From an optimization exercise on the open Yosys and OpenROAD flow, aimed at small area; shortcuts taken in it are not production practice.
Function was checked by simulation only, so behaviour that the tests miss may differ from the original.
No activity file was given, so power comes from the tool's default toggle rates.

== run A ==
==> flow/design.v <==
module xspi_sopi_controller (
    input  wire        clk,
    input  wire        rst_n,
    output wire        cs_n,
    output wire        sck,
    output wire [7:0]  io_out,
    input  wire [7:0]  io_in,
    output wire        io_oe,
    input  wire        start,
    input  wire [7:0]  command_in,
    input  wire [47:0] address_in,
    input  wire [63:0] wr_data_in,
    output wire [63:0] rd_data,
    output reg         done,
    output wire        crc_ca_match,
    output wire        crc_data_match,
    output wire        crc_ca_error,
    output wire        crc_data_error,
    input  wire        crc_ca_error_slave,
    input  wire        crc_data_error_slave
);
    reg [4:0]  cnt;       
    reg [1:0]  rc;        
    reg [55:0] ca;        
    reg [63:0] dat;       
    reg [7:0]  crc;
    reg        ca_err;
    wire idle = (cnt == 5'd0);
    wire [7:0] cmd = ca[55:48];
    wire rd = (cmd == 8'hFF);
    wire wr = (cmd == 8'hA5);
    wire c9  = (cnt == 5'd9);
    wire c10 = (cnt == 5'd10);
    wire c25 = (cnt == 5'd25);
    wire sh_ca = (cnt >= 5'd2) && (cnt <= 5'd8);
    wire d_tx  = !rd && (cnt >= 5'd10) && (cnt <= 5'd17);
    wire d_rx  = rd && (cnt >= 5'd16) && (cnt <= 5'd23);
    wire rx    = rd && (c9 || cnt >= 5'd16);
    wire d_sh  = d_tx || d_rx;
    wire ca_hd = !idle && !sh_ca;
    wire d_hd  = !idle && !d_sh;
    wire crc_zero = (crc == 8'h00);
    assign io_out = sh_ca ? ca[55:48] : d_tx ? dat[63:56] : crc;
    wire [7:0] x = rx ? io_in : io_out;
    wire crc_hold = (cnt == 5'd8) || (cnt == 5'd17 && !rd) || (cnt == 5'd23);
    wire [7:0] s0 = crc ^ x;
    wire [7:0] s1 = s0[7] ? ((s0 << 1) ^ 8'h07) : (s0 << 1);
    wire [7:0] s2 = s1[7] ? ((s1 << 1) ^ 8'h07) : (s1 << 1);
    wire [7:0] s3 = s2[7] ? ((s2 << 1) ^ 8'h07) : (s2 << 1);
    wire [7:0] s4 = s3[7] ? ((s3 << 1) ^ 8'h07) : (s3 << 1);
    wire [7:0] s5 = s4[7] ? ((s4 << 1) ^ 8'h07) : (s4 << 1);
    wire [7:0] s6 = s5[7] ? ((s5 << 1) ^ 8'h07) : (s5 << 1);
    wire [7:0] s7 = s6[7] ? ((s6 << 1) ^ 8'h07) : (s6 << 1);
    wire [7:0] s8 = s7[7] ? ((s7 << 1) ^ 8'h07) : (s7 << 1);
    wire fin = c25 || (cnt == 5'd18 && !rd) || (c9 && !rd && !wr);
    assign crc_data_match = c25 && crc_zero;
    assign crc_data_error = c25 && !crc_zero;
    assign crc_ca_match   = rd && c10 && crc_zero;
    assign crc_ca_error   = rd && (c10 ? !crc_zero : (ca_err && (cnt > 5'd10 || done)));
    wire err = crc_ca_error_slave || crc_data_error_slave || crc_data_error;
    wire again = err && (rc != 2'd3);
    assign cs_n  = (cnt <= 5'd1);
    assign io_oe = (cnt >= 5'd2) && (cnt <= 5'd9 || !rd);
    assign sck   = 1'b0;
    assign rd_data = dat;
    always @(posedge clk or negedge rst_n) begin
        if (!rst_n) begin
            cnt  <= 5'd0;
            done <= 1'b0;
            crc  <= 8'h00;
        end else begin
            if (!crc_hold)
                crc <= s8;
            done <= fin && !err;
            if (idle)
                cnt <= start ? 5'd1 : 5'd0;
            else if (fin)
                cnt <= again ? 5'd1 : 5'd0;
            else
                cnt <= cnt + 5'd1;
        end
    end
    always @(posedge clk) begin
        if (idle)
            rc <= 2'd0;
        else if (fin && err)
            rc <= rc + 2'd1;
        ca  <= ({56{idle}} & {command_in, address_in}) |
               ({56{sh_ca}} & {ca[47:0], ca[55:48]}) |
               ({56{ca_hd}} & ca);
        dat <= ({64{idle}} & wr_data_in) |
               ({64{d_sh}} & {dat[55:0], x}) |
               ({64{d_hd}} & dat);
        if (c10)
            ca_err <= !crc_zero;
    end
endmodule
export LEC_CHECK = 0
export CAP_MARGIN = 20
export CORE_MARGIN = 2
export CORE_UTILIZATION = 65
export CTS_BUF_LIST = sky130_fd_sc_hd__clkbuf_4 sky130_fd_sc_hd__clkbuf_8
export PLACE_DENSITY = 0.8
export SLEW_MARGIN = 20
create_clock -name core_clock -period 5.0 [get_ports {clk}]
standard.sh (not shown) runs the stock make flow with config.mk's settings and CLKGATE_MAP_FILE= SYNTH_SCRIPT=/design/flow/synth_recipe.tcl, a recipe that flattens the netlist after the stock synthesis.
==> flow/flow/run.sh <==
#!/bin/bash
# Standard layout, with every port buffered by the smallest buffer cell
# instead of the cell buffer_ports picks by default.
set -euo pipefail
export BUFFER_PORTS_ARGS="-buffer_cell sky130_fd_sc_hd__buf_1"
bash standard.sh finish > standard_flow.log 2>&1
Every stage of the flow completed for run A, and the final layout passed the timing, design-rule and antenna checks.
Setup changes, run A to run G
Settings: changing CTS_BUF_LIST from sky130_fd_sc_hd__clkbuf_4 sky130_fd_sc_hd__clkbuf_8 to sky130_fd_sc_hd__clkbuf_8; changing PLACE_DENSITY from 0.8 to 0.6; setting CTS_CLUSTER_SIZE to 40 for the first time; changing CORE_UTILIZATION from 65 to 40.
[summary]
- Run G: done, clean on timing, DRC and antenna
- Compared to run A, run G has buffer and inverter count on the worst path 1 lower.
- Tapcell count: run G and run A compared, higher one is run G
- Global-route wire length before repair (run G vs. run A) increases by a few percent
- Run G ends up with lower share of total power in combinational logic than run A does.
- [compare] base=run A new=run G: total power lower; met1 routing resource usage after global routing saw a decrease; proportion of cell area occupied by registers lower; fmax rose about 3%.
- Diff run A -> run G | area growth from synthesis to final layout | increase of 0.96 points

Starts from the design.v that is shown in full above.
Settings: LEC_CHECK=0, CAP_MARGIN=20, CORE_MARGIN=2, CORE_UTILIZATION=40, CTS_BUF_LIST=sky130_fd_sc_hd__clkbuf_4 sky130_fd_sc_hd__clkbuf_8, PLACE_DENSITY=0.6, SLEW_MARGIN=20; clock period 5.0 ns.
run.sh (not shown) runs the stock make flow with config.mk's settings and CLKGATE_MAP_FILE= SYNTH_SCRIPT=/design/flow/synth_recipe.tcl, a recipe that flattens the netlist after the stock synthesis.
Stock flow here: none of the scripts above is used.
The first run passed the timing, design-rule and antenna checks.
Change:
==> flow/flow/run.sh (new file) <==
#!/bin/bash
# Standard layout, with every port buffered by the smallest buffer cell
# instead of the cell buffer_ports picks by default.
set -euo pipefail
export BUFFER_PORTS_ARGS="-buffer_cell sky130_fd_sc_hd__buf_1"
bash standard.sh finish > standard_flow.log 2>&1
==> flow/standard.sh (new file) <==
#!/bin/bash
# synth_recipe.tcl (not shown) runs the flow's synth.tcl, then flattens the netlist and writes it again
# the make line also repeats each setting of config.mk as NAME=value (left out here)
make -C /OpenROAD-flow-scripts/flow DESIGN_CONFIG=/design/flow/config.mk WORK_HOME=/design/flow/orfs CLKGATE_MAP_FILE= SYNTH_SCRIPT=/design/flow/synth_recipe.tcl "${@:-finish}"
Settings changed: CTS_BUF_LIST sky130_fd_sc_hd__clkbuf_4 sky130_fd_sc_hd__clkbuf_8 to not set.
removed: flow/run.sh
Sequential share of layout area is higher by 4.7 points. Via count is lower by 0.43%. Sequential power hardly moves. Clock-buffer cell count is higher by 2. First-iteration DRC count is lower by 15%. Wire length is lower by 5.4%.

Another version of the RTL of xspi_sopi_controller (not shown whole).
Size: about 560 cells after synthesis, roughly 210 I/O pins, roughly 0.0057 sq mm of cells after synthesis.
==> flow/config.mk <==
export PLATFORM = sky130hd
export DESIGN_NAME = xspi_sopi_controller
export DESIGN_NICKNAME = xspi_sopi_controller
export VERILOG_FILES = /design/flow/design.v
export SDC_FILE = /design/flow/constraint.sdc
export NUM_CORES = 4
export LEC_CHECK = 0
export CAP_MARGIN = 20
export CORE_MARGIN = 2
export CORE_UTILIZATION = 40
export CTS_BUF_LIST = sky130_fd_sc_hd__clkbuf_8
export PLACE_DENSITY = 0.6
export SLEW_MARGIN = 20
==> flow/constraint.sdc <==
create_clock -name core_clock -period 5.0 [get_ports {clk}]
set_input_delay 1.0000 -clock core_clock [delete_from_list [all_inputs] [get_ports {clk}]]
set_output_delay 1.0000 -clock core_clock [all_outputs]
set_load 0.01 [all_outputs]
standard.sh (not shown) runs the stock make flow with config.mk's settings and CLKGATE_MAP_FILE= SYNTH_SCRIPT=/design/flow/synth_recipe.tcl, a recipe that flattens the netlist after the stock synthesis.
==> flow/flow/run.sh <==
#!/bin/bash
# Layout flow: the standard synthesis, then its combinational logic mapped
# again for area (registers untouched, see remap.tcl), then the standard
# layout with every port buffered by the smallest buffer cell.
set -euo pipefail
here=$(pwd)
res=$here/orfs/results/$FLOW_PLATFORM/xspi_sopi_controller/base
export BUFFER_PORTS_ARGS="-buffer_cell sky130_fd_sc_hd__buf_1"
yosys_bin=$(command -v yosys || echo "$FLOW_HOME/../tools/install/yosys/bin/yosys")

bash standard.sh synth > log_standard_synth.txt 2>&1

cp "$res/1_2_yosys.v" "$res/1_2_yosys_standard.v"
dont_use=$(sed -n '/^export DONT_USE_CELLS/,/^$/p' "$FLOW_HOME/platforms/$FLOW_PLATFORM/config.mk" | tr -d '\\' | grep -o 'sky130_fd_sc_hd__[a-z0-9_]*' | tr '\n' ' ')
REMAP_IN="$res/1_2_yosys_standard.v" REMAP_OUT="$res/1_2_yosys.v" \
REMAP_LIB="$FLOW_HOME/platforms/$FLOW_PLATFORM/lib/sky130_fd_sc_hd__tt_025C_1v80.lib" \
REMAP_ABC="$here/flow/area.abc" REMAP_TOP="$FLOW_TOP" REMAP_DONT_USE="$dont_use" \
  "$yosys_bin" -c "$here/flow/remap.tcl" > log_remap.txt 2>&1
rm -f "$res/1_synth.odb"

bash standard.sh finish > log_layout.txt 2>&1
==> flow/flow/area.abc <==
strash
dch
amap
==> flow/flow/remap.tcl <==
# Re-map the combinational logic of the standard synthesis for area.
# Registers (and tie cells) are kept as they are: same instances, names and
# cell types. Only the gates between them are mapped again, with ABC's
# area-oriented mapper. Environment: REMAP_IN, REMAP_OUT, REMAP_LIB,
# REMAP_ABC (ABC script), REMAP_DONT_USE (cell names).
yosys -import
set lib $::env(REMAP_LIB)
read_liberty -ignore_miss_func -overwrite $lib
read_verilog -overwrite $::env(REMAP_IN)
hierarchy -check -top $::env(REMAP_TOP)
blackbox sky130_fd_sc_hd__df* sky130_fd_sc_hd__edf* sky130_fd_sc_hd__sdf* sky130_fd_sc_hd__sedf* sky130_fd_sc_hd__dl* sky130_fd_sc_hd__conb_1
flatten
opt_clean -purge
tee -o remap_before.txt stat -liberty $lib
set du {}
foreach c $::env(REMAP_DONT_USE) { lappend du -dont_use $c }
abc -liberty $lib {*}$du -script $::env(REMAP_ABC)
opt_clean -purge
# cell interfaces for the checks below
read_liberty -lib -overwrite -ignore_miss_func $lib
hilomap -singleton -hicell sky130_fd_sc_hd__conb_1 HI -locell sky130_fd_sc_hd__conb_1 LO
insbuf -buf sky130_fd_sc_hd__buf_4 A X
opt_clean -purge
# give every internal net a plain generated name (write_verilog names the
# hidden ones _N_); ports keep theirs
yosys rename -hide w:* i:* %d o:* %d
check -assert -mapped
tee -o remap_after.txt stat -liberty $lib
write_verilog -noattr -nohex -nodec $::env(REMAP_OUT)
The first run ran to the end with no violations.
Then changed:
--- a/flow/flow/run.sh
+++ b/flow/flow/run.sh
@@ -8,2 +8,5 @@
 export BUFFER_PORTS_ARGS="-buffer_cell sky130_fd_sc_hd__buf_1"
+export PRE_FLOORPLAN_TCL="$here/flow/fanout.tcl"
+export POST_GLOBAL_PLACE_TCL="$here/flow/fanout_placed.tcl"
+export CTS_ARGS="-sink_clustering_enable -repair_clock_nets -dont_use_dummy_load -buf_list sky130_fd_sc_hd__clkbuf_4"
 yosys_bin=$(command -v yosys || echo "$FLOW_HOME/../tools/install/yosys/bin/yosys")
==> flow/flow/fanout.tcl (new file) <==
# Split high-fanout signal nets: loads are grouped by position and each group
# of at most fanout_group loads is driven through its own buf_1. Runs before
# global placement (cells already have the rough positions of the first
# placement); global placement then places the new buffers.
set fanout_group 16
# before placement (floorplan) the groups follow netlist order
set placed [expr {[info exists ::env(FANOUT_PLACED)] && $::env(FANOUT_PLACED)}]
set block [ord::get_db_block]
set buf_master [[ord::get_db] findMaster sky130_fd_sc_hd__buf_1]
set nbuf 0
foreach net [$block getNets] {
  if {[$net getSigType] ne "SIGNAL"} { continue }
  if {[llength [$net getBTerms]] > 0} { continue }
  set loads {}
  set is_clock 0
  foreach it [$net getITerms] {
    if {[$it isInputSignal]} {
      if {[[$it getMTerm] getSigType] eq "CLOCK" || [[$it getMTerm] getName] eq "CLK"} { set is_clock 1 }
      lappend loads $it
    }
  }
  if {$is_clock || [llength $loads] <= $fanout_group} { continue }
  # order loads along a serpentine over rows of the die, then cut into groups
  set keyed {}
  foreach it $loads {
    set loc [[$it getInst] getLocation]
    lappend keyed [list [lindex $loc 0] [lindex $loc 1] $it]
  }
  set keyed [lsort -integer -index 0 $keyed]
  set ngroups [expr {int(ceil(double([llength $keyed]) / $fanout_group))}]
  set per [expr {int(ceil(double([llength $keyed]) / $ngroups))}]
  for {set g 0} {$g < $ngroups} {incr g} {
    set grp [lrange $keyed [expr {$g * $per}] [expr {($g + 1) * $per - 1}]]
    if {[llength $grp] == 0} { continue }
    set sx 0; set sy 0
    foreach k $grp { incr sx [lindex $k 0]; incr sy [lindex $k 1] }
    set name "fob_${nbuf}"
    set newnet [odb::dbNet_create $block "${name}_net"]
    set inst [odb::dbInst_create $block $buf_master $name]
    [$inst findITerm A] connect $net
    [$inst findITerm X] connect $newnet
    foreach k $grp {
      set it [lindex $k 2]
      $it disconnect
      $it connect $newnet
    }
    if {$placed} {
      $inst setLocation [expr {$sx / [llength $grp]}] [expr {$sy / [llength $grp]}]
      $inst setPlacementStatus PLACED
    }
    incr nbuf
  }
}
puts "fanout: inserted $nbuf buffers"
==> flow/flow/fanout_placed.tcl (new file) <==
set ::env(FANOUT_PLACED) 1
source [file join [file dirname [info script]] fanout.tcl]
Register-to-register slack improves by 0.10 ns.
Area after synthesis grows slightly.
Cell area shrinks by a few percent.

static timing again, ports no longer ideal:
Ports are ideal in the flow. The routed layouts listed here were re-timed in OpenROAD.
Step 1 assumes that a clkbuf_16 drives the clock port and a buf_2 every other input.
Step 2, shift: input delay + t, output delay - t, t = (earliest + latest rising clock arrival at the registers) / 2. This alone moves slack from input paths to output paths.
Slacks: ideal ports / drivers / drivers and shift; pairs: ideal ports / drivers.
| run | t (ns) | setup WS [ns] | worst setup path at the end | worst register clock-pin slew, ns | worst slew at a driven data input, ns |
|---|---|---|---|---|---|
| run A | 0.456 | 0.923 / 0.888 / 1.344 | register to output | 0.09 / 0.09 | 0.07 |
| run G | 0.477 | 1.047 / 1.011 / 1.488 | register to output | 0.08 / 0.08 | 0.07 |
| the first run of note 2 | 0.480 | 0.651 / 0.614 / 1.095 | register to output | 0.10 / 0.10 | 0.07 |
| the second run of note 2 | 0.449 | 1.055 / 1.017 / 1.466 | register to output | 0.06 / 0.06 | 0.07 |
| the first run of note 3 | 0.476 | 0.494 / 0.456 / 0.770 | register to register | 0.08 / 0.08 | 0.06 |
| the second run of note 3 | 0.560 | 0.421 / 0.387 / 0.874 | register to register | 0.12 / 0.12 | 0.06 |
After both steps setup and hold are still met in every run listed.
